Source: an optimization exercise on an open RTL-to-GDS flow (aim: small area). Production flows keep margins and buffers that such runs may drop.
Function was checked by simulation only, so behaviour that the tests miss may differ from the original.
Power is estimated from default activity; no workload was simulated. No driver is modelled on the clock port, so clocking that relies on it looks cheaper here than on a real chip.

==> design/flow/design.v <==
module averager
    #(parameter int
        power = 8,  
        N = 12)     
    (
        input logic clk,
        reset,
        EN,
        input logic [N-1:0] Din,    
        output logic [N-1:0] Q      
    );
    logic [power+N-1:0] sum;
    assign Q = sum[power+N-1:power];
    logic [N-1:0] REG_ARRAY [2**power:1];
    logic [N-1:0] din_d;
    logic shift_d, hold_d, clear_d;
    logic [N-1:0] oldest;
    assign oldest = clear_d ? '0 :
                    shift_d ? REG_ARRAY[2**power-1] : REG_ARRAY[2**power];
    localparam int SW = power + N;
    localparam int B0 = SW / 3, B1 = SW / 3, B2 = SW - B0 - B1;
    logic [SW-1:0] opx, opy, cs_s, cs_c, ra, rb, sum_next;
    assign opx = SW'(Din);
    assign opy = {{power{1'b1}}, ~oldest};
    for (genvar i = 0; i < SW; i++) begin : g_csa
        assign {cs_c[i], cs_s[i]} = sum[i] + opx[i] + opy[i];
    end
    assign ra = cs_s;
    assign rb = {cs_c[SW-2:0], 1'b1};
    logic [B0:0] k0;
    logic [B1:0] k1a, k1b;
    logic [B2:0] k2a, k2b;
    logic [B1-1:0] q1a, q1b;
    logic [B2-1:0] q2a, q2b;
    logic c1;
    assign k0[0]  = 1'b0;
    assign k1a[0] = 1'b0;
    assign k1b[0] = 1'b1;
    assign k2a[0] = 1'b0;
    assign k2b[0] = 1'b1;
    for (genvar i = 0; i < B0; i++) begin : g_rc0
        assign {k0[i+1], sum_next[i]} = ra[i] + rb[i] + k0[i];
    end
    for (genvar i = 0; i < B1; i++) begin : g_rc1
        assign {k1a[i+1], q1a[i]} = ra[B0+i] + rb[B0+i] + k1a[i];
        assign {k1b[i+1], q1b[i]} = ra[B0+i] + rb[B0+i] + k1b[i];
    end
    for (genvar i = 0; i < B2; i++) begin : g_rc2
        assign {k2a[i+1], q2a[i]} = ra[B0+B1+i] + rb[B0+B1+i] + k2a[i];
        assign {k2b[i+1], q2b[i]} = ra[B0+B1+i] + rb[B0+B1+i] + k2b[i];
    end
    assign sum_next[B0 +: B1] = k0[B0] ? q1b : q1a;
    assign c1 = k0[B0] ? k1b[B1] : k1a[B1];
    assign sum_next[B0+B1 +: B2] = c1 ? q2b : q2a;
    always_ff @(posedge clk) begin
        if (reset)
            sum <= 0;
        else if (EN)
            sum <= sum_next;
    end
    always_ff @(posedge clk) begin
        din_d   <= Din;
        shift_d <= EN & ~reset;
        hold_d  <= ~(EN | reset);
        clear_d <= reset;
    end
    always_ff @(posedge clk) begin
        for (int j = 2**power; j > 1; j--) begin
            REG_ARRAY[j] <= ({N{shift_d}} & REG_ARRAY[j-1]) | ({N{hold_d}} & REG_ARRAY[j]);
        end
        REG_ARRAY[1] <= ({N{shift_d}} & din_d) | ({N{hold_d}} & REG_ARRAY[1]);
    end
endmodule
module adc_processing #(
    parameter int SCALING_FACTOR = 310866,
    parameter int SHIFT_FACTOR   = 19,
    parameter int NEGATIVE_FACTOR = 12
) (
    input  logic        clk,
    input  logic        reset,
    input  logic        ready,
    input  logic [15:0] data,
    output logic [15:0] ave_data,
    output logic [15:0] scaled_adc_data
);
    localparam int SCALING_FACTOR_WIDTH = $clog2(SCALING_FACTOR) + 1;
    localparam int INTERMEDIATE_WIDTH = 16 + SCALING_FACTOR_WIDTH;
    localparam logic [15:0] STAGE_RESET = 16'(-NEGATIVE_FACTOR);
    logic [15:0] stage1, stage2;
    averager #(
        .power(8),  
        .N(16)      
    ) AVERAGER (
        .reset(reset),
        .clk(clk),
        .EN(ready),
        .Din(data),
        .Q(ave_data)
    );
    logic [15:0] scaled;
    scale_mul SCALE (.a(ave_data), .y(scaled));
    always_ff @(posedge clk) begin
        if (reset) begin
            scaled_adc_data <= 0;
            stage1          <= STAGE_RESET;
            stage2          <= STAGE_RESET;
        end
        else if (ready) begin
            stage1          <= scaled;
            stage2          <= stage1;
            scaled_adc_data <= stage2;
        end
    end
endmodule
module scale_mul (
    input  logic [15:0] a,
    output logic [15:0] y
);
    logic [15:0] an;
    assign an = ~a;
    logic t1;
    logic t2;
    logic t3;
    logic t4;
    logic t5;
    logic t6;
    logic t7;
    logic t8;
    logic t9;
    logic t10;
    logic t11;
    logic t12;
    logic t13;
    logic t14;
    logic t15;
    logic t16;
    logic t17;
    logic t18;
    logic t19;
    logic t20;
    logic t21;
    logic t22;
    logic t23;
    logic t24;
    logic t25;
    logic t26;
    logic t27;
    logic t28;
    logic t29;
    logic t30;
    logic t31;
    logic t32;
    logic t33;
    logic t34;
    logic t35;
    logic t36;
    logic t37;
    logic t38;
    logic t39;
    logic t40;
    logic t41;
    logic t42;
    logic t43;
    logic t44;
    logic t45;
    logic t46;
    logic t47;
    logic t48;
    logic t49;
    logic t50;
    logic t51;
    logic t52;
    logic t53;
    logic t54;
    logic t55;
    logic t56;
    logic t57;
    logic t58;
    logic t59;
    logic t60;
    logic t61;
    logic t62;
    logic t63;
    logic t64;
    logic t65;
    logic t66;
    logic t67;
    logic t68;
    logic t69;
    logic t70;
    logic t71;
    logic t72;
    logic t73;
    logic t74;
    logic t75;
    logic t76;
    logic t77;
    logic t78;
    logic t79;
    logic t80;
    logic t81;
    logic t82;
    logic t83;
    logic t84;
    logic t85;
    logic t86;
    logic t87;
    logic t88;
    logic t89;
    logic t90;
    logic t91;
    logic t92;
    logic t93;
    logic t94;
    logic t95;
    logic t96;
    logic t97;
    logic t98;
    logic t99;
    logic t100;
    logic t101;
    logic t102;
    logic t103;
    logic t104;
    logic t105;
    logic t106;
    logic t107;
    logic t108;
    logic t109;
    logic t110;
    logic t111;
    logic t112;
    logic t113;
    logic t114;
    logic t115;
    logic t116;
    logic t117;
    logic t118;
    logic t119;
    logic t120;
    logic t121;
    logic t122;
    logic t123;
    logic t124;
    logic t125;
    logic t126;
    logic t127;
    logic t128;
    logic t129;
    logic t130;
    logic t131;
    logic t132;
    logic t133;
    logic t134;
    logic t135;
    logic t136;
    logic t137;
    logic t138;
    logic t139;
    logic t140;
    logic t141;
    logic t142;
    logic t143;
    logic t144;
    logic t145;
    logic t146;
    assign {t2, t1} = a[8] + a[5];
    assign {t4, t3} = a[9] + a[6];
    assign {t6, t5} = a[10] + a[7];
    assign {t8, t7} = a[11] + a[8];
    assign {t10, t9} = a[12] + a[9];
    assign {t12, t11} = a[13] + a[10] + a[8];
    assign {t14, t13} = an[5] + an[0];
    assign {t16, t15} = a[14] + a[11] + a[9];
    assign {t18, t17} = an[6] + an[1];
    assign {t20, t19} = a[15] + a[12] + a[10];
    assign {t22, t21} = an[7] + an[2] + a[0];
    assign {t24, t23} = a[13] + a[11] + an[8];
    assign {t26, t25} = an[3] + a[1];
    assign {t28, t27} = a[14] + a[12] + an[9];
    assign {t30, t29} = an[4] + a[2] + a[0];
    assign {t32, t31} = a[15] + a[13] + an[10];
    assign {t34, t33} = an[5] + a[3] + a[1];
    assign {t36, t35} = a[14] + an[11] + an[6];
    assign {t38, t37} = a[4] + a[2];
    assign {t40, t39} = a[15] + an[12] + an[7];
    assign {t42, t41} = a[5] + a[3] + 1'b1;
    assign {t44, t43} = an[13] + an[8] + a[6];
    assign {t46, t45} = an[14] + an[9] + a[7];
    assign {t48, t47} = an[15] + an[10] + a[8];
    assign {t50, t49} = a[3] + an[0];
    assign {t52, t51} = a[4] + an[1] + t3;
    assign {t54, t53} = a[5] + an[2] + t5;
    assign {t56, t55} = a[6] + an[3] + t7;
    assign {t58, t57} = a[7] + an[4] + t9;
    assign {t60, t59} = 1'b1 + t11 + t13;
    assign {t62, t61} = t15 + t17 + t12;
    assign {t64, t63} = t19 + t21 + t16;
    assign {t66, t65} = t23 + t25 + t20;
    assign {t68, t67} = t27 + t29 + t24;
    assign {t70, t69} = t31 + t33 + t28;
    assign {t72, t71} = t35 + t37 + t32;
    assign {t74, t73} = t39 + t41 + t36;
    assign {t76, t75} = a[4] + t43 + t40;
    assign {t78, t77} = a[5] + 1'b1 + t45;
    assign {t80, t79} = a[6] + 1'b1 + t47;
    assign {t82, t81} = an[11] + a[9] + a[7];
    assign {t84, t83} = an[12] + a[10] + a[8];
    assign {t86, t85} = an[13] + a[11] + a[9];
    assign {t88, t87} = an[14] + a[12] + a[10];
    assign {t90, t89} = an[15] + a[13] + a[11];
    assign {t92, t91} = a[5] + a[2];
    assign {t94, t93} = a[6] + a[3] + a[1];
    assign {t96, t95} = a[7] + a[4] + a[2];
    assign {t98, t97} = 1'b1 + t1 + t49;
    assign {t100, t99} = t2 + t51 + t50;
    assign {t102, t101} = t4 + t53 + t52;
    assign {t104, t103} = t6 + t55 + t54;
    assign {t106, t105} = t8 + t57 + t56;
    assign {t108, t107} = t10 + t59 + t58;
    assign {t110, t109} = t14 + t61 + t60;
    assign {t112, t111} = t18 + t63 + t62;
    assign {t114, t113} = t22 + t65 + t64;
    assign {t116, t115} = t26 + t67 + t66;
    assign {t118, t117} = t30 + t69 + t68;
    assign {t120, t119} = t34 + t71 + t70;
    assign {t122, t121} = t38 + t73 + t72;
    assign {t124, t123} = t42 + t75 + t74;
    assign {t126, t125} = t44 + t77 + t76;
    assign {t128, t127} = t46 + t79 + t78;
    assign {t130, t129} = t48 + t81 + t80;
    assign {t132, t131} = 1'b1 + t83 + t82;
    assign {t134, t133} = 1'b1 + t85 + t84;
    assign {t136, t135} = 1'b1 + t87 + t86;
    assign {t138, t137} = 1'b1 + t89 + t88;
    assign {t140, t139} = a[14] + a[12] + t90;
    assign {t142, t141} = a[15] + a[13] + 1'b1;
    assign {t144, t143} = a[14] + 1'b1;
    assign {t146, t145} = a[15] + 1'b1;
    logic [35:0] ra, rb, p;
    assign ra = {1'b1, 1'b1, t145, t143, t141, t139, t137, t135, t133, t131, t129, t127, t125, t123, t121, t119, t117, t115, t113, t111, t109, t107, t105, t103, t101, t99, t97, t95, t93, a[0], a[4], a[3], a[2], a[1], a[0], 1'b0};
    assign rb = {1'b0, t146, t144, t142, t140, t138, t136, t134, t132, t130, t128, t126, t124, t122, t120, t118, t116, t114, t112, t110, t108, t106, t104, t102, t100, t98, t96, t94, t92, t91, a[1], a[0], 1'b0, 1'b0, 1'b0, 1'b0};
    assign p = ra + rb;
    assign y = p[34:19];
endmodule
==> design/flow/flow/run.sh <==
#!/bin/bash
# Standard layout (the standard.sh), except that:
#  - clock tree synthesis inserts no dummy loads and clusters up to 32
#    flip-flops within 80 um per leaf buf_12;
#  - the port buffers are buf_1 cells.
set -euo pipefail
export CTS_ARGS="-sink_clustering_enable -repair_clock_nets -dont_use_dummy_load -buf_list sky130_fd_sc_hd__buf_12 -sink_clustering_size 32 -sink_clustering_max_diameter 80"
export BUFFER_PORTS_ARGS="-buffer_cell sky130_fd_sc_hd__buf_1"
bash standard.sh > standard.log 2>&1
==> design/flow/standard.sh <==
#!/bin/bash
# synth_recipe.tcl (not shown) runs the flow's synth.tcl, then flattens the netlist and writes it again
# the make line also repeats each setting of config.mk as NAME=value (left out here)
make -C /OpenROAD-flow-scripts/flow DESIGN_CONFIG=/design/flow/config.mk WORK_HOME=/design/flow/orfs CLKGATE_MAP_FILE= SYNTH_SCRIPT=/design/flow/synth_recipe.tcl "${@:-finish}"
==> design/flow/config.mk <==
export PLATFORM = sky130hd
export DESIGN_NAME = adc_processing
export DESIGN_NICKNAME = adc_processing
export VERILOG_FILES = /design/flow/design.v
export SDC_FILE = /design/flow/constraint.sdc
export NUM_CORES = 4
export LEC_CHECK = 0
export CAP_MARGIN = 5
export CORE_MARGIN = 2
export CORE_UTILIZATION = 70
export PLACE_DENSITY = 0.8
export SLEW_MARGIN = 5
==> design/flow/constraint.sdc <==
create_clock -name core_clock -period 10.0 [get_ports {clk}]
set_input_delay 2.0000 -clock core_clock [delete_from_list [all_inputs] [get_ports {clk}]]
set_output_delay 2.0000 -clock core_clock [all_outputs]
set_load 0.01 [all_outputs]
==> results of run 1 <==
==> worst paths after layout <==
| kind | to | slack (ns) | cells past startpoint |
|---|---|---|---|
| worst min-delay path | AVERAGER.REG_ARRAY[85][14]$_DFF_P_ | 0.43 | 1 |
| worst min register to register | AVERAGER.REG_ARRAY[85][14]$_DFF_P_ | 0.43 | 1 |
| worst max register to register | AVERAGER.sum[23]$_SDFFE_PP0P_ | 3.59 | 17 |
| worst max-delay path | AVERAGER.sum[23]$_SDFFE_PP0P_ | 3.29 | 16 |
==> critical path, stage by stage <==
cell and delay, ns:
buf_1 0.10, inv_1 0.07, fa_1 0.56, ha_1 0.16
inv_1 0.06, fa_1 0.45, fa_1 0.46, fa_1 0.47
fa_1 0.47, fa_1 0.48, fa_1 0.48, fa_1 0.45
mux2i_2 0.61, mux2i_1 0.29, xnor2_1 0.08, a211oi_1 0.21
==> power breakdown <==
group	internal, mW	switching (mW)
logic	1.71	2.75
clock network	2.37	4.64
registers	16.7	0.133
total	20.8	7.52
==> registers in the layout, summed over array words and instances, names as in the netlist <==
| signal | cells |
|---|---|
| AVERAGER.din_d | 16 |
| scaled_adc_data | 16 |
| stage2 | 16 |
| AVERAGER.shift_d | 1 |
| AVERAGER.clear_d | 1 |
| AVERAGER.REG_ARRAY | 4096 |
| AVERAGER.sum | 24 |
| stage1 | 16 |
| AVERAGER.hold_d | 1 |
==> layer usage <==
metal  vias up  global-route usage (%)
li1      35900                       -
met1     35700                    30.4
met4         0                    4.24
met3       192                    2.41
met2       486                    32.9
met5         -                       0
==> kinds of logic (layout without fill, tap and decap cells) <==
family	Yosys count	count (layout)	share of synthesized area [%]
buffers and inverters	1094	400	3.25
AO/OA/AOI/OAI	4205	4205	28.5
XOR/XNOR	14	14	0.0952
flip-flops	4187	4187	65.1
multiplexers	67	67	0.525
AND/OR/NAND/NOR	139	139	0.488
adder cells (fa/ha/maj)	154	154	2.07
==> synthesized netlist by cell type (all sizes together), types with 7 or more instances <==
library cell	count	area, sq um
nand2	18	67.6
nor2b	14	87.6
dfxtp	4187	83800
a21o	10	75.1
ha	55	688
inv	141	529
a21oi	26	134
xnor2	10	87.6
o21ai	23	119
mux2i	66	664
fa	99	1980
nand3	7	35.0
buf	90	407
clkbuf	861	3230
nor2	76	285
a211o	15	131
a22o	4096	35900
a211oi	9	67.6
==> metrics by stage <==
stage | instance area, sq um | utilization (%) | total power, mW | setup slack (ns) | hold slack (ns)
after floorplan | 129000 | - | 20.7 | 3.00 | 0.416
after global placement | 129000 | 70.6 | 21.6 | 2.52 | 0.425
after detailed placement | 129000 | 70.6 | 21.7 | 2.43 | 0.430
after CTS | 132000 | 72.2 | 28.6 | 3.29 | 0.426
after global routing | 132000 | 72.2 | 29.8 | 3.02 | 0.436
final | 132000 | 72.2 | 28.4 | 3.29 | 0.426
==> layout make-up <==
cell class | instances | area share [%]
multi-input cells | 4579 | 30.9
flip-flops and latches | 4187 | 63.5
inverters | 142 | 0.403
well taps | 2464 | 2.33
repair buffers | 107 | 0.669
clock buffers | 151 | 2.29
==> run summary, run 1 <==
reg2reg start AVERAGER.shift_d$_DFF_P_; n_diodes 0; drt first pass iters 5; crit path DAT 7.40 ns; clk sinks 4187; highest routed layer met4; GPL Wtd Cong 0.787; Total GRT Usage between 20% and 30%; P&R area growth vs syn 2.60%; Fin. Hold Viols 0; Multi-input gate area about 0.04 sq mm; Reg clk slew, reported paths ~0.11 ns; leading cell types in the layout, fill and taps excluded dfxtp_1, a22o_1, buf_12, inv_1, fa_1; peak supply drop about 0.33 mV; Clock Latency Late Sink roughly 0.8 ns; Mapped Cells 9860; CTS Hold Bufs 0; starting density of the core 70.4%; wl on met1 about 100000 um; worst hold start AVERAGER.REG_ARRAY[84][14]$_DFF_P_; setup violators final 0; Syn. warnings 3; WL/cell approximately 17 um; Fillers ~12000; IO buf count 50; Mapped Nets around 10000; WS Path Type input port to flop; Syn Std Cell Area 0.129 sq mm; Critical Path End Type flop; P_leak a little over 50 nW; crit start category input port; pwr dens roughly 210 mW/mm^2; Yosys cell types 56; row count roughly 160; layout cells sized above 1 approximately 2.5%; global-route wire length before repair 340000 um; via count of the first global-routing pass ~69000; fin nets ~9300; commonest non-fill, non-tap cell in the layout dfxtp_1; Top FF cell, synth dfxtp_1; routed wire length 199000 um; CTS buffer count about 150; worst-path maximum fanout 9; Worst Path Required about 11 ns; # IOs 51; largest net degree at the start of global routing around 280; sum of negative setup slack 0 ns; chip width 433 um; fraction of registers with async set/reset 0%; total number of vias roughly 72000; Seq/Total Area, Yosys 65.1%; Core Region between 0.15 and 0.2 sq mm; post-detail-place hpwl approximately 110000 um; grt total ovfl 0; flop and latch count out of synthesis about 4200; # Max-Cap Violations 0; root buf cell buf_12; post-CTS setup buffers 0; outcome no timing/DRC/antenna violations; final clock skew 0.0662 ns; Slew Viols, Final 0; Critical Path Start data[8]; FF+latch area between 0.08 and 0.09 sq mm; minimum clock period roughly 6.7 ns; Residual DRC 0; slew margin rel. 18.8%; iteration-0 DRC count of the detailed router around 5000; H-tree Lvls 4; number of flops mapped to enable cells by yosys 0; met2 WL a little over 90000 um; Achievable Freq approximately 150 MHz; Antenna Violating Nets Remaining 0; met3 wire len between 4000 and 5000 um; fin crit share between 60% and 70%; syn avg cell area approximately 13 sq um; initial antenna violation count 0; CTS tree yes; CTS Buffer Depth 3; DP Cell Count around 11000; PostCTS Resize Cnt 0; Die Y ~430 um; Vias/cell 6.21; worst min-delay path class flop to flop; final cell count without fillers about 12000; RSZ-0062 raised after global routing no; Worst Max-Slew Pin Slew 1.22 ns; total die area 0.187 sq mm
==> run 2, diff against run 1 <==
--- a/design/flow/config.mk
+++ b/design/flow/config.mk
@@ -8,5 +8,5 @@
 export CAP_MARGIN = 5
 export CORE_MARGIN = 2
-export CORE_UTILIZATION = 70
-export PLACE_DENSITY = 0.8
+export CORE_UTILIZATION = 75
+export PLACE_DENSITY = 0.85
 export SLEW_MARGIN = 5
==> run 2 against run 1 <==
Still clean on timing, DRC and antenna. Count of clock-buffer cells in the layout grew 1. Non-clock buffer count grew 5. Sequential power is essentially flat. Design area shrank 0.21%. Wire length grew 0.57%. Clock power is essentially flat. Global-route usage grew 1.6 points. Critical path type is now flop to flop. Largest power group unchanged.
==> run summary, run 2 <==
Syn Std Cell Area 0.129 sq mm (unchanged); worst min-delay path class flop to flop; worst-path maximum fanout 109 (+100); post-detail-place hpwl 112000 um (+1.4%); hold path cells 1 (unchanged); chip width 418 um (-3.4%); Syn. warnings 3 (unchanged); crit-path cells buf_4 > mux2i_1 > nor2_1 > fa_1 > inv_1 > fa_1 > fa_1 > fa_1 > fa_1 > fa_1 > fa_1 > mux2i_2 > mux2i_1 > xnor2_1 > a211oi_1; P&R area growth vs syn 2.38%; row count 152 (-3.2%); clk sinks 4187 (unchanged); Clock Latency Late Sink 0.78 ns (-0.02 ns); Achievable Freq 147 MHz (-1.7%); CTS Hold Bufs 0 (unchanged); crit path max-delay cell type dfxtp_4; final clock skew 0.0996 ns (+0.0334 ns); WL/cell 17.5 um (+2.5%); pre-CTS setup slack 2.45 ns (+0.0292 ns); total die area 0.175 sq mm (-6.6%); largest net degree at the start of global routing 281 (+1.4%); pwr dens 214 mW/mm^2 (-0.23%); R2R Path End AVERAGER.sum[23]$_SDFFE_PP0P_; final hold slack 0.408 ns (-0.0187 ns); ranking of synthesized cells by area dfxtp_1, a22o_1, clkbuf_1, fa_1, ha_1; global-route wire length before repair 342000 um (+0.57%); flop and latch count out of synthesis 4187 (unchanged); PostCTS Resize Cnt 0 (unchanged); Total GRT Usage 22.2% (+1.6 points); total number of vias 72300 (+0.14%); R2R cell count 15 (-2); via count of the first global-routing pass 69400 (+0.092%); post-CTS setup buffers 0 (unchanged); Slew Viols, Final 0 (unchanged); Worst Path Required 10.66 ns (-0.03 ns); # Max-Cap Violations 0 (unchanged); Reg clk slew, reported paths 0.11 ns (about the same); Final WS setup 3.18 ns (-0.113 ns); WS Path Type flop to flop; P_leak 51.0 nW (about the same); worst hold start AVERAGER.din_d[4]$_DFF_P_; largest reg by FF count AVERAGER.REG_ARRAY; CTS Buffer Depth 3 (unchanged); commonest non-fill, non-tap cell in the layout dfxtp_1; syn avg cell area 13.1 sq um (unchanged); # IOs 51 (unchanged); outcome no timing/DRC/antenna violations; DP Cell Count 11300 (-2.0%); H-tree Lvls 4 (unchanged); crit start category flop; Residual DRC 0 (unchanged); fin nets 9347 (+0.064%); drt first pass iters 5 (unchanged); placed instance area 0.129 sq mm (-0.23%); slew margin rel. 20.3% (+1.5 points); root buf cell buf_12; Vias/cell 6.34 (+2.1%); most common cell in the netlist dfxtp_1; Mapped Cells 9860 (unchanged); minimum clock period 6.82 ns (+0.113 ns); starting density of the core 75.2% (+4.8 points); final cell count without fillers 11400 (-1.9%); Hold EP AVERAGER.REG_ARRAY[1][4]$_DFF_P_; IO buf count 50 (unchanged); Top FF cell, synth dfxtp_1; share of the synthesized area in the top cell type 65.1% (unchanged); setup violators final 0 (unchanged); RSZ-0062 raised after global routing no; reg2reg start AVERAGER.shift_d$_DFF_P_; initial antenna violation count 0 (unchanged); biggest regs AVERAGER.REG_ARRAY: 4096 flops, AVERAGER.sum: 24 flops; most used cell, CP fa_1; Die Y 418 um (-3.4%); max reg flops 4096 (unchanged); leading cell types in the layout, fill and taps excluded dfxtp_1, a22o_1, buf_12, inv_1, fa_1; Mapped Nets 10000 (unchanged); fin crit share 68.2% (+1.1 points); most instantiated cells after synthesis dfxtp_1, a22o_1, clkbuf_1; CP max stage delay 1.08 ns (+0.47 ns); peak supply drop 0.337 mV (+1.2%); Yosys cell types 56 (unchanged); iteration-0 DRC count of the detailed router 5389 (+8.4%); CTS tree yes; CTS buffer count 152 (+0.66%); grt total ovfl 0 (unchanged); crit path DAT 7.48 ns (+0.08 ns); Core Region 0.171 sq mm (-6.4%); Seq/Total Area, Yosys 65.1% (unchanged); Antenna Violating Nets Remaining 0 (unchanged); Fin. Hold Viols 0 (unchanged); final instance area 0.132 sq mm (-0.21%); n_diodes 0 (unchanged); routed wire length 200000 um (+0.57%); Critical Path End Type flop; GPL Wtd Cong 0.776 (-1.4%); number of flops mapped to enable cells by yosys 0 (unchanged); layout cells sized above 1 2.58% (+0.064 points); Worst Max-Slew Pin Slew 1.20 ns (-0.0228 ns); worst reg2reg setup slack 3.18 ns (-0.41 ns); fraction of registers with async set/reset 0% (unchanged); sum of negative setup slack 0 ns (unchanged); cell taking the most area after synthesis dfxtp_1
[run 2: cells by family after synthesis]
kind of cell	count (synthesis)	share of synthesized area, %
mux	67	0.525
simple gates	139	0.488
buf+inv	1094	3.25
flops	4187	65.1
compound gates	4205	28.5
xor+xnor	14	0.0952
fa+ha+maj	154	2.07
[run 2: through the flow]
step / total power [mW] / util, %
finish: 28.2 / 77.0
floorplan: 20.7 / -
global route: 29.6 / 77.0
CTS: 28.5 / 77.0
global placement: 21.5 / 75.2
detailed placement: 21.6 / 75.2
[run 2: area by class of cell]
| cell class | instances | area [sq um] |
|---|---|---|
| clock buffer | 152 | 3040 |
| fill | 10700 | 39300 |
| inverter | 142 | 533 |
| multi-input combinational | 4579 | 40800 |
| sequential | 4187 | 83800 |
| tap | 2233 | 2790 |
| timing repair buffer | 112 | 871 |
[run 2: worst max path at each step]
stage / startpoint / to / slack, ns
after floorplan: data[8] / AVERAGER.sum[23]$_SDFFE_PP0P_ / 3.00
after global placement: data[8] / AVERAGER.sum[23]$_SDFFE_PP0P_ / 2.53
after detailed placement: data[8] / AVERAGER.sum[23]$_SDFFE_PP0P_ / 2.45
after CTS: AVERAGER.shift_d$_DFF_P_ / AVERAGER.sum[23]$_SDFFE_PP0P_ / 3.13
after global routing: AVERAGER.shift_d$_DFF_P_ / AVERAGER.sum[23]$_SDFFE_PP0P_ / 2.71
final: AVERAGER.shift_d$_DFF_P_ / AVERAGER.sum[23]$_SDFFE_PP0P_ / 3.18
[run 2: metal layers]
metal / track usage (%) / vias up / share of wire (%)
met1: 33.0 / 35700 / 50
met4: 4.55 / 0 / 1.6
li1: - / 35900 / -
met2: 35.4 / 523 / 47
met3: 2.52 / 209 / 2.1
met5: 0 / - / 0
[run 2: critical path: cells and delay by family, from the launching register on]
kind | cells | cell delay (ns)
compound gates | 1 | 0.23
simple gates | 1 | 0.07
xor+xnor | 1 | 0.09
flops | 1 | 1.08
fa+ha+maj | 7 | 3.23
buf+inv | 2 | 0.83
mux | 3 | 1.17
[run 2: report_power, final]
part	internal, mW	switching (mW)	total [mW]
logic	1.69	2.65	4.34
registers	16.7	0.126	16.9
clock network	2.38	4.63	7.01
==> run 3, diff against run 2 <==
--- a/design/flow/design.v
+++ b/design/flow/design.v
@@ -10,12 +10,12 @@
         output logic [N-1:0] Q      
     );
+    logic load, hold;
+    assign load = EN & ~reset;
+    assign hold = ~(EN | reset);
+    logic [N-1:0] oldest;
+    sample_window #(.DEPTH(2**power), .N(N)) WINDOW (
+        .clk(clk), .load(load), .hold(hold), .din(Din), .oldest(oldest));
     logic [power+N-1:0] sum;
     assign Q = sum[power+N-1:power];
-    logic [N-1:0] REG_ARRAY [2**power:1];
-    logic [N-1:0] din_d;
-    logic shift_d, hold_d, clear_d;
-    logic [N-1:0] oldest;
-    assign oldest = clear_d ? '0 :
-                    shift_d ? REG_ARRAY[2**power-1] : REG_ARRAY[2**power];
     localparam int SW = power + N;
     localparam int B0 = SW / 3, B1 = SW / 3, B2 = SW - B0 - B1;
@@ -53,21 +53,36 @@
     assign c1 = k0[B0] ? k1b[B1] : k1a[B1];
     assign sum_next[B0+B1 +: B2] = c1 ? q2b : q2a;
+    hold_reg #(.W(SW)) SUM (
+        .clk(clk), .load(load), .hold(hold), .d(sum_next), .q(sum));
+endmodule
+module sample_window
+    #(parameter int DEPTH = 256, N = 16)
+    (
+        input  logic clk,
+        input  logic load,
+        input  logic hold,
+        input  logic [N-1:0] din,
+        output logic [N-1:0] oldest
+    );
+    logic [N-1:0] REG_ARRAY [DEPTH:1];
+    assign oldest = REG_ARRAY[DEPTH];
     always_ff @(posedge clk) begin
-        if (reset)
-            sum <= 0;
-        else if (EN)
-            sum <= sum_next;
-    end
-    always_ff @(posedge clk) begin
-        din_d   <= Din;
-        shift_d <= EN & ~reset;
-        hold_d  <= ~(EN | reset);
-        clear_d <= reset;
+        for (int j = DEPTH; j > 1; j--) begin
+            REG_ARRAY[j] <= ({N{load}} & REG_ARRAY[j-1]) | ({N{hold}} & REG_ARRAY[j]);
+        end
+        REG_ARRAY[1] <= ({N{load}} & din) | ({N{hold}} & REG_ARRAY[1]);
     end
+endmodule
+module hold_reg
+    #(parameter int W = 16)
+    (
+        input  logic clk,
+        input  logic load,
+        input  logic hold,
+        input  logic [W-1:0] d,
+        output logic [W-1:0] q
+    );
     always_ff @(posedge clk) begin
-        for (int j = 2**power; j > 1; j--) begin
-            REG_ARRAY[j] <= ({N{shift_d}} & REG_ARRAY[j-1]) | ({N{hold_d}} & REG_ARRAY[j]);
-        end
-        REG_ARRAY[1] <= ({N{shift_d}} & din_d) | ({N{hold_d}} & REG_ARRAY[1]);
+        q <= ({W{load}} & d) | ({W{hold}} & q);
     end
 endmodule
@@ -84,8 +99,5 @@
     output logic [15:0] scaled_adc_data
 );
-    localparam int SCALING_FACTOR_WIDTH = $clog2(SCALING_FACTOR) + 1;
-    localparam int INTERMEDIATE_WIDTH = 16 + SCALING_FACTOR_WIDTH;
-    localparam logic [15:0] STAGE_RESET = 16'(-NEGATIVE_FACTOR);
-    logic [15:0] stage1, stage2;
+    logic [15:0] ave1, ave2, scaled;
     averager #(
         .power(8),  
@@ -98,18 +110,11 @@
         .Q(ave_data)
     );
-    logic [15:0] scaled;
-    scale_mul SCALE (.a(ave_data), .y(scaled));
-    always_ff @(posedge clk) begin
-        if (reset) begin
-            scaled_adc_data <= 0;
-            stage1          <= STAGE_RESET;
-            stage2          <= STAGE_RESET;
-        end
-        else if (ready) begin
-            stage1          <= scaled;
-            stage2          <= stage1;
-            scaled_adc_data <= stage2;
-        end
-    end
+    scale_mul SCALE (.a(ave2), .y(scaled));
+    logic load, hold;
+    assign load = ready & ~reset;
+    assign hold = ~(ready | reset);
+    hold_reg #(.W(16)) STAGE1 (.clk(clk), .load(load), .hold(hold), .d(ave_data), .q(ave1));
+    hold_reg #(.W(16)) STAGE2 (.clk(clk), .load(load), .hold(hold), .d(ave1),     .q(ave2));
+    hold_reg #(.W(16)) OUTPUT (.clk(clk), .load(load), .hold(hold), .d(scaled),   .q(scaled_adc_data));
 endmodule
 module scale_mul (
--- a/design/flow/config.mk
+++ b/design/flow/config.mk
@@ -8,5 +8,6 @@
 export CAP_MARGIN = 5
 export CORE_MARGIN = 2
-export CORE_UTILIZATION = 75
-export PLACE_DENSITY = 0.85
+export CORE_UTILIZATION = 70
+export PLACE_DENSITY = 0.8
 export SLEW_MARGIN = 5
+export SYNTH_HIERARCHICAL = 1
==> run 3 against run 2 <==
Design area down 0.20%. Critical path depth stayed put. Non-clock buffer count down 5. Area after synthesis grew 0.86%. Utilization decreased by 5.8 points. Maximum frequency increased by 2.5%. Register-to-register slack improved by 1.2 ns. Sequential power hardly changed. Combinational power down 59%. Largest power group unchanged. Highest routed layer unchanged.
==> run summary, run 3 <==
WS Path Type input port to flop; PostCTS Resize Cnt 0 (unchanged); Fin. Hold Viols 0 (unchanged); total number of vias 71700 (-0.88%); # IOs 51 (unchanged); Final WS setup 3.34 ns (+0.167 ns); flop and latch count out of synthesis 4168 (-0.45%); H-tree Lvls 4 (unchanged); ranking of synthesized cells by area dfxtp_1, a22o_1, buf_2, fa_1, buf_6; RSZ-0062 raised after global routing no; chip width 435 um (+3.9%); Worst Path Required 10.66 ns (about the same); most instantiated cells after synthesis dfxtp_1, a22o_1, buf_2; iteration-0 DRC count of the detailed router 5196 (-3.6%); crit path max-delay cell type fa_1; final cell count without fillers 11600 (+1.4%); Comb pwr share 7.0% (-8.4 points); slew margin rel. 16.2% (-4.2 points); Clock Latency Late Sink 0.78 ns (about the same); cell taking the most area after synthesis dfxtp_1; clk sinks 4168 (-0.45%); biggest regs AVERAGER.WINDOW.REG_ARRAY: 4096 flops, AVERAGER.SUM.q: 24 flops; # Max-Cap Violations 0 (unchanged); routed wire length 189000 um (-5.4%); largest reg by FF count AVERAGER.WINDOW.REG_ARRAY; initial antenna violation count 0 (unchanged); total die area 0.189 sq mm (+8.0%); Mapped Cells 9761 (-1.0%); drt first pass iters 5 (unchanged); Worst Max-Slew Pin Slew 1.25 ns (+0.0595 ns); IO buf count 50 (unchanged); Seq/Total Area, Yosys 64.3% (-0.85 points); Syn Std Cell Area 0.130 sq mm (+0.86%); GPL Wtd Cong 0.766 (-1.4%); fin nets 9263 (-0.90%); Vias/cell 6.20 (-2.3%); share of the synthesized area in the top cell type 64.3% (-0.85 points); Mapped Nets 9934 (-0.99%); crit path DAT 7.32 ns (-0.16 ns); global-route wire length before repair 331000 um (-3.1%); Clk pwr share 27.3% (+2.5 points); leading cell types in the layout, fill and taps excluded dfxtp_1, a22o_1, buf_12, inv_1, fa_1; outcome no timing/DRC/antenna violations; fraction of registers with async set/reset 0% (unchanged); post-detail-place hpwl 103000 um (-7.9%); minimum clock period 6.66 ns (-0.167 ns); Overall Power 25.5 mW (-9.6%); root buf cell buf_12; Residual DRC 0 (unchanged); Die Y 435 um (+3.9%); CTS tree yes; P_leak 50.8 nW (-0.49%); syn avg cell area 13.3 sq um (+1.9%); Top FF cell, synth dfxtp_1; via count of the first global-routing pass 70000 (+0.94%); Syn. warnings 10 (+7); Total GRT Usage 19.4% (-2.8 points); Yosys cell types 54 (-3.6%); setup violators final 0 (unchanged); worst-path maximum fanout 10 (-91%); Critical Path End Type flop; peak supply drop 0.209 mV (-38%); internal power 19.7 mW (-5.5%); layout cells sized above 1 2.56% (-0.020 points); max reg flops 4096 (unchanged); Psw 5.84 mW (-21%); number of flops mapped to enable cells by yosys 0 (unchanged); final hold slack 0.402 ns (-0.00531 ns); sw frac 22.9% (-3.3 points); worst min-delay path class flop to flop; Achievable Freq 150 MHz (+2.5%); largest net degree at the start of global routing 292 (+3.9%); Slew Viols, Final 0 (unchanged); starting density of the core 70.3% (-5.0 points); number of buffers and inverters on the critical path 3 (+1); n_diodes 0 (unchanged); grt total ovfl 0 (unchanged); commonest non-fill, non-tap cell in the layout dfxtp_1; CP max stage delay 0.65 ns (-0.43 ns); fin crit share 66.6% (-1.7 points); CTS Hold Bufs 0 (unchanged); most common cell in the netlist dfxtp_1; critical path's top delay family adder cells; CTS buffer count 152 (unchanged); DP Cell Count 11400 (+1.4%); pre-CTS setup slack 2.51 ns (+0.0593 ns); most used cell, CP fa_1; Antenna Violating Nets Remaining 0 (unchanged); Flop pwr share 65.7% (+5.9 points); crit-path cells buf_1 > inv_1 > fa_1 > inv_1 > fa_1 > fa_1 > fa_1 > fa_1 > fa_1 > fa_1 > fa_1 > mux2i_4 > mux2i_1 > xnor2_1 > a22o_2; WL/cell 16.3 um (-6.7%); pwr dens 194 mW/mm^2 (-9.4%); crit start category input port; row count 158 (+3.9%); P&R area growth vs syn 1.31%; post-CTS setup buffers 0 (unchanged); Core Region 0.185 sq mm (+8.0%); sum of negative setup slack 0 ns (unchanged); CTS Buffer Depth 3 (unchanged); Reg clk slew, reported paths 0.11 ns (about the same); Fillers 12600 (+18%); final clock skew 0.0936 ns (-0.00601 ns)
## run 3: final timing paths
check	startpoint	to	slack, ns	cells after the start
max	data[0]	AVERAGER.SUM.q[23]$_DFF_P_	3.34	15
min	AVERAGER.WINDOW.REG_ARRAY[145][3]$_DFF_P_	AVERAGER.WINDOW.REG_ARRAY[146][3]$_DFF_P_	0.40	1
max reg2reg	AVERAGER.SUM.q[0]$_DFF_P_	AVERAGER.SUM.q[23]$_DFF_P_	4.42	14
min reg2reg	AVERAGER.WINDOW.REG_ARRAY[145][3]$_DFF_P_	AVERAGER.WINDOW.REG_ARRAY[146][3]$_DFF_P_	0.40	1
## run 3: per-module statistics from Yosys, one instance, submodules excluded, a selection
module | area, sq um | copies in the design | cells | flops+latches
adc_processing | 17.5 | 1 | 2 | 0
scale_mul | 2940 | 1 | 344 | 0
## run 3: cell type report
type	instances	area [sq um]	area share [%]
sequential	4168	83400	63.4
multi-input combinational	4489	40300	30.7
tap	2480	3100	2.36
clock buffer	152	3040	2.31
timing repair buffer	107	991	0.753
inverter	172	646	0.491
## run 3: cell families after synthesis
logic type,share of synthesized area (%)
xor+xnor,0.0944
mux,0.125
simple gates,0.252
fa+ha+maj,2.06
flops,64.3
compound gates,28.5
buf+inv,4.69
## run 3: power by group through the flow
stage	sequential (mW)	combinational, mW	clock (mW)
detailed placement	17.2	1.78	0
finish	16.8	1.78	6.98
CTS	16.8	1.79	7.24
global placement	17.2	1.72	0
global route	16.8	2.01	7.78
floorplan	17.1	1.49	0
## run 3: metrics by stage
stage | utilization [%] | instance area [sq um]
global placement | 69.5 | 129000
CTS | 71.2 | 132000
finish | 71.2 | 132000
global route | 71.2 | 132000
detailed placement | 69.5 | 129000
floorplan | - | 130000
## run 3: routing by layer
| metal | GRT usage (%) | routed length (um) | vias up |
|---|---|---|---|
| met5 | 0 | 0 | - |
| met4 | 4.16 | 2990 | 0 |
| met3 | 2.52 | 4400 | 213 |
| met2 | 31.3 | 82800 | 481 |
| met1 | 28.2 | 98900 | 35300 |
| li1 | - | - | 35700 |
==> run 4, diff against run 3 <==
--- a/design/flow/design.v
+++ b/design/flow/design.v
@@ -346,5 +346,10 @@
     assign ra = {1'b1, 1'b1, t145, t143, t141, t139, t137, t135, t133, t131, t129, t127, t125, t123, t121, t119, t117, t115, t113, t111, t109, t107, t105, t103, t101, t99, t97, t95, t93, a[0], a[4], a[3], a[2], a[1], a[0], 1'b0};
     assign rb = {1'b0, t146, t144, t142, t140, t138, t136, t134, t132, t130, t128, t126, t124, t122, t120, t118, t116, t114, t112, t110, t108, t106, t104, t102, t100, t98, t96, t94, t92, t91, a[1], a[0], 1'b0, 1'b0, 1'b0, 1'b0};
-    assign p = ra + rb;
+    logic [19:0] cy;
+    assign cy[0] = 1'b0;
+    for (genvar i = 0; i < 19; i++) begin : g_rc
+        assign {cy[i+1], p[i]} = ra[i] + rb[i] + cy[i];
+    end
+    assign p[35:19] = ra[35:19] + rb[35:19] + 17'(cy[19]);
     assign y = p[34:19];
 endmodule
==> run 4 against run 3 <==
Critical path type is now flop to flop. Clock skew up 0.020 ns. Sequential power about the same. Largest power group unchanged. Power down 0.46%. Count of clock-buffer cells in the layout down 1.
==> run summary, run 4 <==
outcome no timing/DRC/antenna violations; layout cells sized above 1 2.61% (+0.045 points); most common cell in the netlist dfxtp_1; total number of vias 71200 (-0.69%); Worst Path Required 10.60 ns (-0.06 ns); P_leak 50.7 nW (about the same); Residual DRC 0 (unchanged); starting density of the core 70.6% (+0.38 points); Slew Viols, Final 0 (unchanged); slew margin rel. 20.9% (+4.8 points); row count 157 (-0.63%); minimum clock period 9.19 ns (+2.53 ns); post-CTS setup buffers 0 (unchanged); WL/cell 16.4 um (+0.48%); worst-path maximum fanout 5 (-5); crit start category flop; peak supply drop 0.168 mV (-19%); clk sinks 4168 (unchanged); PostCTS Resize Cnt 0 (unchanged); number of flops mapped to enable cells by yosys 0 (unchanged); Die Y 434 um (about the same); max reg flops 4096 (unchanged); largest reg by FF count AVERAGER.WINDOW.REG_ARRAY; crit path DAT 9.79 ns (+2.47 ns); GR Util met3 2.56% (+0.042 points); setup violators final 0 (unchanged); # Max-Cap Violations 0 (unchanged); Critical Path End Type flop; pre-CTS setup slack 0.843 ns (-1.67 ns); CTS tree yes; P&R area growth vs syn 1.36% (about the same); final clock skew 0.114 ns (+0.0202 ns); Overall Power 25.4 mW (-0.46%); fin crit share 91.9% (+25 points); grt total ovfl 0 (unchanged); crit path capture OUTPUT.q[12]$_DFF_P_; CP max stage delay 0.47 ns (-0.18 ns); pwr dens 193 mW/mm^2 (-0.31%); Fin. Hold Viols 0 (unchanged); Syn. warnings 10 (unchanged); R2R cell count 37 (+23); R2R Path End OUTPUT.q[12]$_DFF_P_; met1 usage 29.3% (+1.1 points); Yosys cell types 44 (-19%); final cell count without fillers 11500 (-0.50%); largest net degree at the start of global routing 283 (-3.1%); Critical Path Start STAGE2.q[3]$_DFF_P_; fin util 71.6% (+0.42 points); Achievable Freq 109 MHz (-28%); Antenna Violating Nets Remaining 0 (unchanged); via count of the first global-routing pass 68100 (-2.8%); root buf cell buf_12; DP Cell Count 11400 (-0.51%); crit path max-delay cell type fa_1; Reg clk slew, reported paths 0.11 ns (about the same); ranking of synthesized cells by area dfxtp_1, a22o_1, buf_2, fa_1, buf_6; initial antenna violation count 2 (+2); Vias/cell 6.19 (-0.19%); Core Region 0.183 sq mm (-0.74%); reg2reg start STAGE2.q[3]$_DFF_P_; share of the synthesized area in the top cell type 64.4% (+0.13 points); routed wire length 189000 um (about the same); IO buf count 50 (unchanged); worst reg2reg setup slack 0.81 ns (-3.61 ns); RSZ-0062 raised after global routing no; biggest regs AVERAGER.WINDOW.REG_ARRAY: 4096 flops, AVERAGER.SUM.q: 24 flops; Seq/Total Area, Yosys 64.4% (+0.13 points); GR met2 Demand/Resource 30.6% (-0.69 points); fraction of registers with async set/reset 0% (unchanged); GPL Wtd Cong 0.787 (+2.8%); Clock Latency Late Sink 0.80 ns (+0.02 ns); Top FF cell, synth dfxtp_1; CTS Hold Bufs 0 (unchanged); most instantiated cells after synthesis dfxtp_1, a22o_1, buf_2; syn avg cell area 13.3 sq um (+0.30%); global-route wire length before repair 328000 um (-1.0%); # IOs 51 (unchanged); CTS Buffer Depth 3 (unchanged); fin nets 9221 (-0.45%); WS Path Type flop to flop; drt first pass iters 7 (+2); most used routing layer met2; leading cell types in the layout, fill and taps excluded dfxtp_1, a22o_1, buf_12, inv_1, fa_1; total die area 0.189 sq mm (-0.20%); post-detail-place hpwl 103000 um (about the same); sum of negative setup slack 0 ns (unchanged); H-tree Lvls 4 (unchanged); Mapped Nets 9886 (-0.48%); commonest non-fill, non-tap cell in the layout dfxtp_1; Final WS setup 0.812 ns (-2.53 ns); worst min-delay path class flop to flop; chip width 434 um (about the same); cell taking the most area after synthesis dfxtp_1; flop and latch count out of synthesis 4168 (unchanged); Total GRT Usage 19.6% (+0.15 points); Worst Max-Slew Pin Slew 1.19 ns (-0.0685 ns); Syn Std Cell Area 0.130 sq mm (-0.20%); CTS buffer count 151 (-0.66%); iteration-0 DRC count of the detailed router 5218 (+0.42%); Mapped Cells 9712 (-0.50%)
## run 4: changes by cell type after synthesis, sizes merged, moves of 4 or more
cell,change
a21o,+12
a21oi,-11
inv,+5
o21ai,-7
nor3,-4
nor2,-6
## run 4: Yosys stat by module, one instance, submodules excluded, a selection
module | flops+latches | copies in the design | cells
scale_mul | 0 | 1 | 295
adc_processing | 0 | 1 | 2
## run 4: logic make-up after synthesis
family | share of synthesized area [%]
flops | 64.4
xor+xnor | 0.101
buf+inv | 4.71
mux | 0.117
simple gates | 0.140
fa+ha+maj | 2.08
compound gates | 28.5
## run 4: cell type report
type	instances	area, sq um
tap	2464	3080
inverter	177	664
multi-input combinational	4439	40100
timing repair buffer	110	1080
clock buffer	151	3020
fill	12600	52100
antenna	1	2.50
sequential	4168	83400
## run 4: worst min-delay path by stage
stage | startpoint | to | slack (ns) | cells past startpoint
finish | AVERAGER.WINDOW.REG_ARRAY[4][1]$_DFF_P_ | AVERAGER.WINDOW.REG_ARRAY[5][1]$_DFF_P_ | 0.40 | 1
global route | AVERAGER.WINDOW.REG_ARRAY[4][1]$_DFF_P_ | AVERAGER.WINDOW.REG_ARRAY[5][1]$_DFF_P_ | 0.41 | 1
CTS | AVERAGER.WINDOW.REG_ARRAY[4][1]$_DFF_P_ | AVERAGER.WINDOW.REG_ARRAY[5][1]$_DFF_P_ | 0.40 | 1
detailed placement | AVERAGER.WINDOW.REG_ARRAY[78][15]$_DFF_P_ | AVERAGER.WINDOW.REG_ARRAY[79][15]$_DFF_P_ | 0.45 | 1
global placement | AVERAGER.WINDOW.REG_ARRAY[44][15]$_DFF_P_ | AVERAGER.WINDOW.REG_ARRAY[45][15]$_DFF_P_ | 0.45 | 1
floorplan | AVERAGER.SUM.q[2]$_DFF_P_ | AVERAGER.SUM.q[2]$_DFF_P_ | 0.44 | 1
## run 4: report_power, final
| group | switching [mW] | internal, mW | total (mW) |
|---|---|---|---|
| clock | 4.60 | 2.37 | 6.97 |
| sequential | 0.0927 | 16.7 | 16.8 |
| combinational | 1.08 | 0.602 | 1.68 |
| total | 5.77 | 19.6 | 25.4 |
## run 4: worst max-delay path: cells and delay by family (launching register included)
family	cells	cell delay (ns)
fa+ha+maj	17	5.03
compound gates	19	3.46
flops	1	0.45
simple gates	1	0.11
## run 4: through the flow
step           hold slack (ns)  cell area [sq um]
3_3_place_gp             0.449             128000
6_report                 0.403             131000
3_5_place_dp             0.450             128000
5_1_grt                  0.406             131000
2_1_floorplan            0.439             130000
4_1_cts                  0.403             131000
## run 4: layer usage
| metal | vias up | wire length [um] |
|---|---|---|
| li1 | 35500 | - |
| met1 | 35000 | 98700 |
| met2 | 475 | 83100 |
| met3 | 196 | 4330 |
| met4 | 2 | 2950 |
| met5 | - | 13 |
==> run 5, diff against run 4 <==
==> design/flow/flow/run.sh (replaced) <==
#!/bin/bash
# Standard layout (the standard.sh), except that:
#  - clock tree synthesis inserts no dummy loads and clusters up to 33
#    flip-flops within 80 um per leaf buf_12;
#  - the port buffers are buf_1 cells.
set -euo pipefail
export CTS_ARGS="-sink_clustering_enable -repair_clock_nets -dont_use_dummy_load -buf_list sky130_fd_sc_hd__buf_12 -sink_clustering_size 33 -sink_clustering_max_diameter 80"
export BUFFER_PORTS_ARGS="-buffer_cell sky130_fd_sc_hd__buf_1"
bash standard.sh > standard.log 2>&1
==> run 5 against run 4 <==
Wire length shrank 0.18%. Count of clock-buffer cells in the layout decreased by 3. Power fell by 0.28%. Critical path depth is the same. Clock skew decreased by 0.037 ns. Critical endpoint unchanged. Largest cell class unchanged. Largest power group unchanged.
==> run summary, run 5 <==
hold path cells 1 (unchanged); # IOs 51 (unchanged); chip width 434 um (unchanged); row count 157 (unchanged); CP max stage delay 0.47 ns (about the same); sum of negative setup slack 0 ns (unchanged); Reg clk slew, reported paths 0.12 ns (about the same); Fin. Hold Viols 0 (unchanged); CTS Hold Bufs 0 (unchanged); total number of vias 71300 (+0.10%); initial antenna violation count 2 (unchanged); most common cell in the netlist dfxtp_1; WL/cell 16.4 um (-0.15%); worst-path maximum fanout 5 (unchanged); post-detail-place hpwl 103000 um (unchanged); post-CTS setup buffers 0 (unchanged); H-tree Lvls 4 (unchanged); worst hold start AVERAGER.WINDOW.REG_ARRAY[107][2]$_DFF_P_; setup violators final 0 (unchanged); final instance area 0.131 sq mm (about the same); peak supply drop 0.159 mV (-5.6%); CTS tree yes; Antenna Violating Nets Remaining 0 (unchanged); GPL Wtd Cong 0.787 (unchanged); layout cells sized above 1 2.58% (-0.032 points); largest net degree at the start of global routing 283 (unchanged); starting density of the core 70.6% (unchanged); drt first pass iters 5 (-2); Mapped Cells 9712 (unchanged); pwr dens 193 mW/mm^2 (-0.23%); fin nets 9218 (-0.033%); crit path DAT 9.79 ns (about the same); Top FF cell, synth dfxtp_1; grt total ovfl 0 (unchanged); leading cell types in the layout, fill and taps excluded dfxtp_1, a22o_1, buf_12, inv_1, fa_1; placed instance area 0.128 sq mm (unchanged); clk sinks 4168 (unchanged); cell taking the most area after synthesis dfxtp_1; CTS buffer count 148 (-2.0%); biggest regs AVERAGER.WINDOW.REG_ARRAY: 4096 flops, AVERAGER.SUM.q: 24 flops; Final WS setup 0.814 ns (+0.00174 ns); number of flops mapped to enable cells by yosys 0 (unchanged); largest reg by FF count AVERAGER.WINDOW.REG_ARRAY; Vias/cell 6.20 (+0.14%); crit start category flop; Worst Max-Slew Pin Slew 1.27 ns (+0.0799 ns); CTS Buffer Depth 3 (unchanged); share of the synthesized area in the top cell type 64.4% (unchanged); root buf cell buf_12; most instantiated cells after synthesis dfxtp_1, a22o_1, buf_2; Psw 5.75 mW (-0.47%); P&R area growth vs syn 1.32% (about the same); fraction of registers with async set/reset 0% (unchanged); max reg flops 4096 (unchanged); crit path max-delay cell type fa_1; final hold slack 0.425 ns (+0.0220 ns); IO buf count 50 (unchanged); global-route wire length before repair 327000 um (about the same); outcome no timing/DRC/antenna violations; Seq/Total Area, Yosys 64.4% (unchanged); flop and latch count out of synthesis 4168 (unchanged); Critical Path End Type flop; sw frac 22.7% (-0.043 points); Clk pwr share 27.2% (-0.2 points); n_diodes 0 (-1); Worst Path Required 10.60 ns (about the same); Yosys cell types 44 (unchanged); R2R Path End OUTPUT.q[12]$_DFF_P_; internal power 19.6 mW (-0.22%); R2R cell count 37 (unchanged); ranking of synthesized cells by area dfxtp_1, a22o_1, buf_2, fa_1, buf_6; Hold EP AVERAGER.WINDOW.REG_ARRAY[108][2]$_DFF_P_; Mapped Nets 9886 (unchanged); final clock skew 0.0770 ns (-0.0368 ns); RSZ-0062 raised after global routing no; iteration-0 DRC count of the detailed router 5102 (-2.2%); syn avg cell area 13.3 sq um (unchanged); Achievable Freq 109 MHz (about the same); WS Path Type flop to flop; Residual DRC 0 (unchanged); fin crit share 91.9% (about the same); pre-CTS setup slack 0.843 ns (unchanged); commonest non-fill, non-tap cell in the layout dfxtp_1; via count of the first global-routing pass 68600 (+0.76%); Clock Latency Late Sink 0.76 ns (-0.04 ns); # Max-Cap Violations 0 (unchanged); worst min-delay path class flop to flop; P_leak 50.7 nW (about the same); slew margin rel. 15.6% (-5.3 points); total die area 0.189 sq mm (unchanged); reg2reg start STAGE2.q[3]$_DFF_P_; Total GRT Usage 19.6% (about the same); minimum clock period 9.19 ns (-0.00174 ns); Comb pwr share 6.7% (about the same); Syn Std Cell Area 0.130 sq mm (unchanged); Fillers 12500 (-0.41%); routed wire length 189000 um (-0.18%); Syn. warnings 10 (unchanged); Die Y 434 um (unchanged); Core Region 0.183 sq mm (unchanged); PostCTS Resize Cnt 0 (unchanged); Slew Viols, Final 0 (unchanged); Flop pwr share 66.1% (about the same); worst reg2reg setup slack 0.81 ns (about the same)
-- run 5: changes by cell type in the layout (fill, tap and decap cells not counted), sizes merged --
cell   delta
diode     -1
buf       -3
-- run 5: modules after synthesis (local to each module, per instance), a selection --
module / flip-flops and latches / copies in the design
scale_mul: 0 / 1
adc_processing: 0 / 1
-- run 5: layer usage --
metal	vias to the layer above	global-route usage [%]	share of wire [%]
li1	35500	-	-
met4	4	4.09	1.6
met1	35200	28.8	52
met5	-	0	0.012
met2	451	31.1	44
met3	194	2.49	2.3
-- run 5: power by group through the flow --
stage | Clock, mW | Combinational (mW) | Sequential, mW
floorplan | 0 | 1.42 | 17.1
global placement | 0 | 1.64 | 17.1
detailed placement | 0 | 1.70 | 17.1
CTS | 7.14 | 1.70 | 16.8
global route | 7.67 | 1.91 | 16.8
finish | 6.89 | 1.69 | 16.8
-- run 5: area by class of cell --
type | instances | area, sq um | share of cell area [%]
repair buffers | 110 | 1080 | 0.819
inverters | 177 | 664 | 0.506
well taps | 2464 | 3080 | 2.35
multi-input cells | 4439 | 40100 | 30.5
clock buffers | 148 | 2960 | 2.26
flip-flops and latches | 4168 | 83400 | 63.5
-- run 5: logic make-up after synthesis --
family	after synthesis	synth area share [%]
compound gates	4220	28.5
xor+xnor	15	0.101
fa+ha+maj	155	2.08
buf+inv	1105	4.71
flops	4168	64.4
mux	13	0.117
simple gates	36	0.140
-- run 5: worst max-delay path by stage --
| stage | start | endpoint | cells after the start |
|---|---|---|---|
| after CTS | STAGE2.q[3]$_DFF_P_ | OUTPUT.q[12]$_DFF_P_ | 37 |
| final | STAGE2.q[3]$_DFF_P_ | OUTPUT.q[12]$_DFF_P_ | 37 |
| after global placement | STAGE2.q[3]$_DFF_P_ | OUTPUT.q[12]$_DFF_P_ | 37 |
| after floorplan | STAGE2.q[0]$_DFF_P_ | OUTPUT.q[12]$_DFF_P_ | 37 |
| after global routing | STAGE2.q[3]$_DFF_P_ | OUTPUT.q[12]$_DFF_P_ | 38 |
| after detailed placement | STAGE2.q[3]$_DFF_P_ | OUTPUT.q[12]$_DFF_P_ | 37 |
-- run 5: stage by stage --
step | cells | total power [mW] | util, %
global placement | 11400 | 18.8 | 70.0
CTS | 11500 | 25.6 | 71.6
floorplan | 9712 | 18.5 | -
finish | 11500 | 25.3 | 71.6
global route | 11500 | 26.4 | 71.6
detailed placement | 11400 | 18.8 | 70.0
-- run 5: worst max-delay path: cells and delay by family, from the launching register on --
| family | cells | cell delay [ns] |
|---|---|---|
| compound gates | 19 | 3.46 |
| fa+ha+maj | 17 | 5.03 |
| flops | 1 | 0.45 |
| simple gates | 1 | 0.11 |

[afterwards: timing with drivers on the ports]
How much do the figures lean on ideal ports? The routed layouts below were timed once more, with nothing changed but the port constraints. Step 1 assumes that a clkbuf_16 drives the clock port and a buf_2 every other input. Step 2 times the ports against the registers' clock, not the clock port: input delays grow and output delays shrink by t, the midpoint of the rising clock arrivals with the driver on. Slacks: ideal ports / drivers / drivers and shift; pairs: ideal ports / drivers.
run	t, ns	setup WS [ns]	worst hold slack (ns)	worst data-port slew with drivers (ns)
run 1	0.851	3.290 / 3.347 / 2.495	0.426 / 0.426 / 0.426	0.06
run 2	0.826	3.177 / 3.177 / 2.472	0.408 / 0.408 / 0.408	0.10
run 3	0.819	3.344 / 3.400 / 2.581	0.402 / 0.402 / 0.402	0.06
run 4	0.826	0.812 / 0.812 / 0.812	0.403 / 0.403 / 0.403	0.10
run 5	0.829	0.814 / 0.814 / 0.814	0.425 / 0.425 / 0.425	0.10
After both steps setup and hold are still met in every run listed. For run 1, which loses most, drivers alone change the setup slack by +0.057 ns; drivers and shift together by -0.795 ns.
